This is an optimization exercise on Yosys and OpenROAD, whose aim is small area, not a production implementation. In this exercise RTL edits were held to simulation tests only and were not proved equivalent to the original. Power is estimated from default activity; no workload was simulated.

==> run E: inputs <==
// multiple
module multiple(
 input iClk,
 input iReset_n,
 input iChipSelect_n,
 input iWrite_n,
 input iRead_n,
 input [3:0] iAddress,
 input [31:0] iData,
 output reg [31:0] oData
 );
	reg [31:0] a, b, c, d;
	reg za, zb, zc, zd;
	reg [3:0] control;
	wire wr = ~iChipSelect_n & ~iWrite_n;
	wire rd = ~iChipSelect_n & ~iRead_n;
	always @(posedge iClk, negedge iReset_n)
		if (~iReset_n) begin
			za <= 1'b1; zb <= 1'b1; zc <= 1'b1; zd <= 1'b1;
			control <= 4'd0;
		end else if (wr) begin
			case (iAddress)
			4'd0: za <= 1'b0;
			4'd1: zb <= 1'b0;
			4'd2: zc <= 1'b0;
			4'd3: zd <= 1'b0;
			4'd4: control <= iData[3:0];
			default: ;
			endcase
		end
	reg pac;
	always @(posedge iClk)
		if (wr) begin
			case (iAddress)
			4'd0: begin a <= iData; pac <= 1'b1; end
			4'd1: begin b <= iData; pac <= 1'b0; end
			4'd2: begin c <= iData; pac <= 1'b1; end
			4'd3: begin d <= iData; pac <= 1'b0; end
			default: ;
			endcase
		end
	wire [15:0] nx = ~(pac ? a[15:0] : b[15:0]);
	wire [15:0] ny = ~(pac ? c[15:0] : d[15:0]);
	wire [31:0] m16;
	wire [7:0] m8h;
	wire [3:0] m4h;
	mul3 mul(.nx(nx), .ny(ny), .p16(m16), .p8h(m8h), .p4h(m4h));
	reg pacd;
	reg [31:0] l16, o16;
	reg [7:0] l8h, o8h;
	reg [3:0] l4h, o4h;
	wire sw = pac ^ pacd;
	always @(posedge iClk) begin
		pacd <= pac;
		l16 <= m16; l8h <= m8h; l4h <= m4h;
		if (sw) begin
			o16 <= l16; o8h <= l8h; o4h <= l4h;
		end
	end
	reg zl, zo;
	always @(posedge iClk, negedge iReset_n)
		if (~iReset_n) begin
			zl <= 1'b1; zo <= 1'b1;
		end else begin
			zl <= pac ? (za | zc) : (zb | zd);
			zo <= pac ? (zb | zd) : (za | zc);
		end
	reg hd, rn, md1, md0;
	always @(posedge iClk) begin
  ...
==> module multiple, before the edit <==
module multiple(
 input iClk,
 input iReset_n,
 input iChipSelect_n,
 input iWrite_n,
 input iRead_n,
 input [3:0] iAddress,
 input [31:0] iData,
 output reg [31:0] oData
 );
	reg [31:0] a, b, c, d;
	reg za, zb, zc, zd;
	reg [3:0] control;
	wire wr = ~iChipSelect_n & ~iWrite_n;
	wire rd = ~iChipSelect_n & ~iRead_n;
	always @(posedge iClk, negedge iReset_n)
		if (~iReset_n) begin
			za <= 1'b1; zb <= 1'b1; zc <= 1'b1; zd <= 1'b1;
			control <= 4'd0;
		end else if (wr) begin
			case (iAddress)
			4'd0: za <= 1'b0;
			4'd1: zb <= 1'b0;
			4'd2: zc <= 1'b0;
			4'd3: zd <= 1'b0;
			4'd4: control <= iData[3:0];
			default: ;
			endcase
		end
	reg pac;
	always @(posedge iClk)
		if (wr) begin
			case (iAddress)
			4'd0: begin a <= iData; pac <= 1'b1; end
			4'd1: begin b <= iData; pac <= 1'b0; end
			4'd2: begin c <= iData; pac <= 1'b1; end
			4'd3: begin d <= iData; pac <= 1'b0; end
			default: ;
			endcase
		end
	wire [15:0] nx = ~(pac ? a[15:0] : b[15:0]);
	wire [15:0] ny = ~(pac ? c[15:0] : d[15:0]);
	wire [31:0] m16;
	wire [7:0] m8h;
	wire [3:0] m4h;
	mul3 mul(.nx(nx), .ny(ny), .p16(m16), .p8h(m8h), .p4h(m4h));
	reg pacd;
	reg [31:0] l16, o16;
	reg [7:0] l8h, o8h;
	reg [3:0] l4h, o4h;
	wire sw = pac ^ pacd;
	always @(posedge iClk) begin
		pacd <= pac;
		l16 <= m16; l8h <= m8h; l4h <= m4h;
		if (sw) begin
			o16 <= l16; o8h <= l8h; o4h <= l4h;
		end
	end
	reg zl, zo;
	always @(posedge iClk, negedge iReset_n)
		if (~iReset_n) begin
			zl <= 1'b1; zo <= 1'b1;
		end else begin
			zl <= pac ? (za | zc) : (zb | zd);
			zo <= pac ? (zb | zd) : (za | zc);
		end
	reg hd, rn, md1, md0;
	always @(posedge iClk) begin
		hd <= control[2] & control[3] & control[1] & ~control[0];
		rn <= control[2] & control[3];
		md1 <= control[1];
		md0 <= control[0];
	end
	function [31:0] msel(input [31:0] p16, input [7:0] p8h, input [3:0] p4h, input z);
		msel = z ? 32'd0 : {p16[31:16] & {16{md1}},
		                    md0 ? (md1 ? p16[15:8] : p8h) : 8'd0,
		                    md0 ? p16[7:4] : p4h,
		                    p16[3:0]};
	endfunction
	reg [31:0] rst;
	reg vst;
	wire [31:0] res;
	add32 add(.x(hd ? rst : msel(l16, l8h, l4h, zl)), .y(msel(o16, o8h, o4h, zo | hd)), .s(res));
	wire val = hd ? vst : rn;
	always @(posedge iClk) begin
		rst <= res;
		vst <= val;
	end
	wire vis = control[2] & val;
	always @(posedge iClk, negedge iReset_n)
		if (~iReset_n)
			oData <= 32'd0;
		else if (rd) begin
			case (iAddress)
			4'd0: oData <= za ? 32'd0 : a;
			4'd1: oData <= zb ? 32'd0 : b;
			4'd2: oData <= zc ? 32'd0 : c;
			4'd3: oData <= zd ? 32'd0 : d;
			4'd4: oData[3:0] <= control;
			4'd5: oData <= vis ? res : 32'd0;
			4'd6: oData[1:0] <= {2{vis}};
			default: ;
			endcase
		end
endmodule
clock: 9.0 ns
lec_check: 0
cap_margin: 20
core_margin: 2
core_utilization: 40
cts_cluster_diameter: 120
cts_cluster_size: 26
slew_margin: 20
synth_hierarchical: 1
standard.sh (not shown) runs the stock make flow with config.mk's settings and CLKGATE_MAP_FILE= SYNTH_SCRIPT=/design/flow/synth_recipe.tcl, a recipe that flattens the netlist after the stock synthesis.
==> flow/flow/run.sh <==
#!/bin/bash
# The standard layout, with the input and output port buffers made of the
# smallest buffer cell (every port still gets its own buffer), and ORFS's
# power recovery after global routing (downsizes cells on paths with slack).
set -euo pipefail
export BUFFER_PORTS_ARGS="-buffer_cell sky130_fd_sc_hd__buf_1"
export RECOVER_POWER=100
bash standard.sh > standard_flow.log 2>&1
==> run D (differences from run E) <==
--- a/flow/design.v
+++ b/flow/design.v
@@ -1847,16 +1847,17 @@
 		md1 <= control[1];
 		md0 <= control[0];
 	end
-	function [31:0] msel(input [31:0] p16, input [7:0] p8h, input [3:0] p4h, input z);
-		msel = z ? 32'd0 : {p16[31:16] & {16{md1}},
-		                    md0 ? (md1 ? p16[15:8] : p8h) : 8'd0,
-		                    md0 ? p16[7:4] : p4h,
+	function [31:0] msel(input [31:0] p16, input [7:0] p8h, input [3:0] p4h,
+	                     input z, input m1, input m0);
+		msel = z ? 32'd0 : {p16[31:16] & {16{m1}},
+		                    m0 ? (m1 ? p16[15:8] : p8h) : 8'd0,
+		                    m0 ? p16[7:4] : p4h,
 		                    p16[3:0]};
 	endfunction
 	reg [31:0] rst;
 	reg vst;
 	wire [31:0] res;
-	add32 add(.x(hd ? rst : msel(l16, l8h, l4h, zl)), .y(msel(o16, o8h, o4h, zo | hd)), .s(res));
+	add32 add(.x(hd ? rst : msel(l16, l8h, l4h, zl, md1, md0)), .y(msel(o16, o8h, o4h, zo | hd, md1, md0)), .s(res));
 	wire val = hd ? vst : rn;
 	always @(posedge iClk) begin
 		rst <= res;
==> flow/flow/run.sh (replaced) <==
#!/bin/bash
# The standard layout, with the input and output port buffers made of the
# smallest buffer cell (every port still gets its own buffer).
set -euo pipefail
export BUFFER_PORTS_ARGS="-buffer_cell sky130_fd_sc_hd__buf_1"
bash standard.sh > standard_flow.log 2>&1
==> implementation parameters <==
Parameter                              Value

Job
  Number of max-cap violations ... 8

Outcome
  Outcome ... failed layout checks
  Checks that blocked a clean result ... max-capacitance violations, max-slew violations

Route
  Met1 wire length ... 19.0 mm
  Length of routed met3 wiring ... 2.97 mm

Pwr
  Maximum ir drop on the vdd rail ... 172 uV

STA
  Number of slew-limit violations in the final report ... 231
Source of the figures above: run E

==> implementation parameters <==
Parameter                              Value

Outcome
  Outcome ... no timing/DRC/antenna violations

STA
  Number of slew-limit violations in the final report ... 0
  Worst slew margin relative to its limit ... 0.245

Route
  Length of routed met3 wiring ... 2.91 mm
  Met1 wire length ... 19.2 mm

Critical path
  Critical R2R Launch ... zo
  Crit path from ... zo
  Most frequent cell on the critical path ... sky130_fd_sc_hd__fa_1

Die
  Die height ... 220 um

Job
  Number of max-cap violations ... 0

Cells and area
  Net count reported at finish ... 1794
Source of the figures above: run D


========
==> violet <==
multiple, a different RTL version from the one above (not shown whole).
export LEC_CHECK = 0
export CAP_MARGIN = 20
export CORE_MARGIN = 2
export CORE_UTILIZATION = 40
export CTS_CLUSTER_DIAMETER = 100
export CTS_CLUSTER_SIZE = 20
export SLEW_MARGIN = 20
export SYNTH_HIERARCHICAL = 1
create_clock -name core_clock -period 9.0 [get_ports {iClk}]
run.sh (not shown) runs the stock make flow with config.mk's settings and CLKGATE_MAP_FILE= SYNTH_SCRIPT=/design/flow/synth_recipe.tcl, a recipe that flattens the netlist after the stock synthesis.
Stock flow here: none of the scripts above is used.
==> inputs of onyx, as changes to violet <==
--- a/flow/config.mk
+++ b/flow/config.mk
@@ -8,7 +8,8 @@
 export CAP_MARGIN = 20
 export CORE_MARGIN = 2
-export CORE_UTILIZATION = 40
-export CTS_CLUSTER_DIAMETER = 100
-export CTS_CLUSTER_SIZE = 20
+export CORE_UTILIZATION = 60
+export CTS_CLUSTER_DIAMETER = 120
+export CTS_CLUSTER_SIZE = 26
+export PLACE_DENSITY = 0.72
 export SLEW_MARGIN = 20
 export SYNTH_HIERARCHICAL = 1
==> notes <==
Against onyx, the total power of violet is larger by about 2.4%.
Combinational power is about the same in onyx and violet.
In violet the routed wire length is higher than in onyx, by about 4.4%.
Critical path depth is the same in violet and onyx.
In onyx the clock power is smaller than in violet, by 11%.

========
==> trial 15: inputs <==
multiple with an RTL version that a note above also has.
==> flow/config.mk <==
export PLATFORM = sky130hd
export DESIGN_NAME = multiple
export DESIGN_NICKNAME = multiple
export VERILOG_FILES = /design/flow/design.v
export SDC_FILE = /design/flow/constraint.sdc
export NUM_CORES = 4
export LEC_CHECK = 0
export CAP_MARGIN = 5
export CORE_MARGIN = 2
export CORE_UTILIZATION = 40
export CTS_CLUSTER_DIAMETER = 150
export CTS_CLUSTER_SIZE = 30
export SLEW_MARGIN = 5
export SYNTH_HIERARCHICAL = 1
==> flow/constraint.sdc <==
create_clock -name core_clock -period 9.0 [get_ports {iClk}]
set_input_delay 1.8000 -clock core_clock [delete_from_list [all_inputs] [get_ports {iClk}]]
set_output_delay 1.8000 -clock core_clock [all_outputs]
set_load 0.01 [all_outputs]
standard.sh (not shown) runs the stock make flow with config.mk's settings and CLKGATE_MAP_FILE= SYNTH_SCRIPT=/design/flow/synth_recipe.tcl, a recipe that flattens the netlist after the stock synthesis.
==> flow/flow/run.sh <==
#!/bin/bash
# The standard layout, with the input and output port buffers made of the
# smallest buffer cell (every port still gets its own buffer).
set -euo pipefail
export BUFFER_PORTS_ARGS="-buffer_cell sky130_fd_sc_hd__buf_1"
bash standard.sh > standard_flow.log 2>&1
==> trial 1: changes against trial 15 <==
- CAP_MARGIN: 5 -> 20
- PLACE_DENSITY: default -> 0.85
- SLEW_MARGIN: 5 -> 20
==> summary of the runs <==
Cell count is about the same in trial 15 and trial 1.
Clock skew: trial 1 is higher than trial 15 (0.014 ns).
Between trial 1 and trial 15, the lower routed wire length is in trial 1 (gap 4.3%, measured against trial 15).
Between trial 15 and trial 1, the lower worst setup slack is in trial 1 (gap 0.28 ns).
Sequential cell count is the same in trial 15 and trial 1.
Non-clock buffer count: trial 15 is higher than trial 1 (5).
Between trial 15 and trial 1, the lower hold slack is in trial 1 (gap 0.011 ns).
Sequential share of layout area: trial 15 is higher than trial 1 (0.15 points).
==> figures <==
quantity	trial 1	trial 15
Result of the run	finished clean	finished clean
Clock-cell share	0.0187	0.0183
Data required time at the worst endpoint	9.41 ns	9.42 ns
Register-to-register setup slack	0.53 ns	0.81 ns
Post-route cell area	19500 um2	19500 um2
Detailed route wirelength on metal2	23000 um	23300 um
Worst Hold End	md0$_DFF_P_	o16[4]$_DFFE_PP_
Routed length on met1	15900 um	19200 um
Wirelength per Cell	21.8 um	22.8 um
Sequential cell fraction of total power	0.448	0.440
Portion of total power attributed to the clock network	0.168	0.166
Relative max-transition margin	0.207	0.260
Switching component of the power	1.43 mW	1.47 mW
NumNets Final	1787	1792
Via count	11900	11300
Total wire length	45000 um	47000 um
Share of total power in combinational logic	0.384	0.394
Leakage	7.73 nW	7.73 nW

========
==> run a: inputs <==
RTL: one of the versions met above, not the one the previous note started from.
==> flow/config.mk <==
export PLATFORM = sky130hd
export DESIGN_NAME = multiple
export DESIGN_NICKNAME = multiple
export VERILOG_FILES = /design/flow/design.v
export SDC_FILE = /design/flow/constraint.sdc
export NUM_CORES = 4
export LEC_CHECK = 0
export CAP_MARGIN = 20
export CORE_MARGIN = 2
export CORE_UTILIZATION = 40
export CTS_CLUSTER_DIAMETER = 120
export CTS_CLUSTER_SIZE = 26
export SLEW_MARGIN = 20
export SYNTH_HIERARCHICAL = 1
==> flow/constraint.sdc <==
create_clock -name core_clock -period 9.0 [get_ports {iClk}]
set_input_delay 1.8000 -clock core_clock [delete_from_list [all_inputs] [get_ports {iClk}]]
set_output_delay 1.8000 -clock core_clock [all_outputs]
set_load 0.01 [all_outputs]
Scripts as last shown in full above: flow/flow/run.sh
==> inputs of run b, as changes to run a <==
--- a/flow/design.v
+++ b/flow/design.v
@@ -1847,16 +1847,17 @@
 		md1 <= control[1];
 		md0 <= control[0];
 	end
-	function [31:0] msel(input [31:0] p16, input [7:0] p8h, input [3:0] p4h, input z);
-		msel = z ? 32'd0 : {p16[31:16] & {16{md1}},
-		                    md0 ? (md1 ? p16[15:8] : p8h) : 8'd0,
-		                    md0 ? p16[7:4] : p4h,
+	function [31:0] msel(input [31:0] p16, input [7:0] p8h, input [3:0] p4h,
+	                     input z, input m1, input m0);
+		msel = z ? 32'd0 : {p16[31:16] & {16{m1}},
+		                    m0 ? (m1 ? p16[15:8] : p8h) : 8'd0,
+		                    m0 ? p16[7:4] : p4h,
 		                    p16[3:0]};
 	endfunction
 	reg [31:0] rst;
 	reg vst;
 	wire [31:0] res;
-	add32 add(.x(hd ? rst : msel(l16, l8h, l4h, zl)), .y(msel(o16, o8h, o4h, zo | hd)), .s(res));
+	add32 add(.x(hd ? rst : msel(l16, l8h, l4h, zl, md1, md0)), .y(msel(o16, o8h, o4h, zo | hd, md1, md0)), .s(res));
 	wire val = hd ? vst : rn;
 	always @(posedge iClk) begin
 		rst <= res;
--- a/flow/config.mk
+++ b/flow/config.mk
@@ -8,7 +8,8 @@
 export CAP_MARGIN = 20
 export CORE_MARGIN = 2
 export CORE_UTILIZATION = 40
-export CTS_CLUSTER_DIAMETER = 120
-export CTS_CLUSTER_SIZE = 26
+export CTS_CLUSTER_DIAMETER = 150
+export CTS_CLUSTER_SIZE = 30
+export PLACE_DENSITY = 0.7
 export SLEW_MARGIN = 20
 export SYNTH_HIERARCHICAL = 1
==> inputs of run c, as changes to run a <==
--- a/flow/design.v
+++ b/flow/design.v
@@ -1847,16 +1847,17 @@
 		md1 <= control[1];
 		md0 <= control[0];
 	end
-	function [31:0] msel(input [31:0] p16, input [7:0] p8h, input [3:0] p4h, input z);
-		msel = z ? 32'd0 : {p16[31:16] & {16{md1}},
-		                    md0 ? (md1 ? p16[15:8] : p8h) : 8'd0,
-		                    md0 ? p16[7:4] : p4h,
+	function [31:0] msel(input [31:0] p16, input [7:0] p8h, input [3:0] p4h,
+	                     input z, input m1, input m0);
+		msel = z ? 32'd0 : {p16[31:16] & {16{m1}},
+		                    m0 ? (m1 ? p16[15:8] : p8h) : 8'd0,
+		                    m0 ? p16[7:4] : p4h,
 		                    p16[3:0]};
 	endfunction
 	reg [31:0] rst;
 	reg vst;
 	wire [31:0] res;
-	add32 add(.x(hd ? rst : msel(l16, l8h, l4h, zl)), .y(msel(o16, o8h, o4h, zo | hd)), .s(res));
+	add32 add(.x(hd ? rst : msel(l16, l8h, l4h, zl, md1, md0)), .y(msel(o16, o8h, o4h, zo | hd, md1, md0)), .s(res));
 	wire val = hd ? vst : rn;
 	always @(posedge iClk) begin
 		rst <= res;
--- a/flow/config.mk
+++ b/flow/config.mk
@@ -8,7 +8,7 @@
 export CAP_MARGIN = 20
 export CORE_MARGIN = 2
 export CORE_UTILIZATION = 40
-export CTS_CLUSTER_DIAMETER = 120
-export CTS_CLUSTER_SIZE = 26
+export CTS_CLUSTER_DIAMETER = 150
+export CTS_CLUSTER_SIZE = 30
 export SLEW_MARGIN = 20
 export SYNTH_HIERARCHICAL = 1
==> qor summary <==
quantity	run a	run b	run c
Footprint of the multi-input gates	9630 um2	9650 um2	9630 um2
Reg power frac	43.3%	44.6%	44.0%
Critical Path Max Stage Delay	0.59 ns	0.60 ns	0.59 ns
Worst-case clock skew	0.0234 ns	0.0157 ns	0.0141 ns
Number of antenna violations at the first check in global routing	3	5	3
Global routing met2 resource utilization	34.9%	32.8%	34.8%
Number of nets in the finished design	1,794	1,791	1,792
Switching share of total power	35.8%	35.3%	36.0%
Sw power	1.49 mW	1.42 mW	1.47 mW
Fill count	4,253	4,168	4,265
Outcome	finished clean	finished clean	finished clean
Met3 global-route usage	3.24%	4.11%	3.12%
Power consumption	4.16 mW	4.04 mW	4.10 mW
Transition at the pin with the smallest max-transition slack	1.12 ns	1.07 ns	1.10 ns
Placed instance count	2,043	2,042	2,043
Layout cells sized above 1	7.26%	7.35%	7.14%
Placed wire-length estimate after detailed placement	34,700 um	33,100 um	34,700 um
Clock buffer count from CTS	15	13	13
Average detailed-routed wire length per instance	22.8 um	21.6 um	22.8 um
Reg clk slew, reported paths	0.11 ns	0.11 ns	0.12 ns

[what the ideal ports hide]
No port has a modelled driver above. Below, the same layouts with a new extraction and two added sets of constraints. Step 1: set_driving_cell puts a clkbuf_16 on iClk and a buf_2 on each other input, an assumption about the parent block. Step 2 times the ports against the registers' clock, not the clock port: input delays grow and output delays shrink by t, the midpoint of the rising clock arrivals with the driver on. Slacks: ideal / step 1 / step 2; pairs: ideal / step 1.
| run | t, ns | setup WS [ns] | worst hold slack (ns) | latest minus earliest clock arrival (ns) | worst slew at a driven data input, ns |
|---|---|---|---|---|---|
| run E | 0.548 | 0.644 / 0.644 / 0.644 | 0.441 / 0.441 / 0.441 | 0.021 / 0.021 | 0.10 |
| run D | 0.550 | 0.814 / 0.814 / 0.814 | 0.442 / 0.442 / 0.442 | 0.023 / 0.023 | 0.10 |
| violet | 0.555 | 1.057 / 1.057 / 1.057 | 0.425 / 0.425 / 0.425 | 0.019 / 0.019 | 0.06 |
| onyx | 0.538 | 0.951 / 0.951 / 0.951 | 0.438 / 0.438 / 0.438 | 0.014 / 0.014 | 0.13 |
| trial 15 | 0.545 | 0.814 / 0.814 / 0.814 | 0.444 / 0.444 / 0.444 | 0.015 / 0.014 | 0.09 |
| trial 1 | 0.538 | 0.529 / 0.529 / 0.529 | 0.433 / 0.433 / 0.433 | 0.028 / 0.028 | 0.12 |
| run a | 0.550 | 0.814 / 0.814 / 0.814 | 0.442 / 0.442 / 0.442 | 0.023 / 0.023 | 0.10 |
| run b | 0.530 | 0.694 / 0.694 / 0.694 | 0.439 / 0.439 / 0.439 | 0.016 / 0.016 | 0.12 |
| run c | 0.545 | 0.814 / 0.814 / 0.814 | 0.444 / 0.444 / 0.444 | 0.015 / 0.014 | 0.09 |
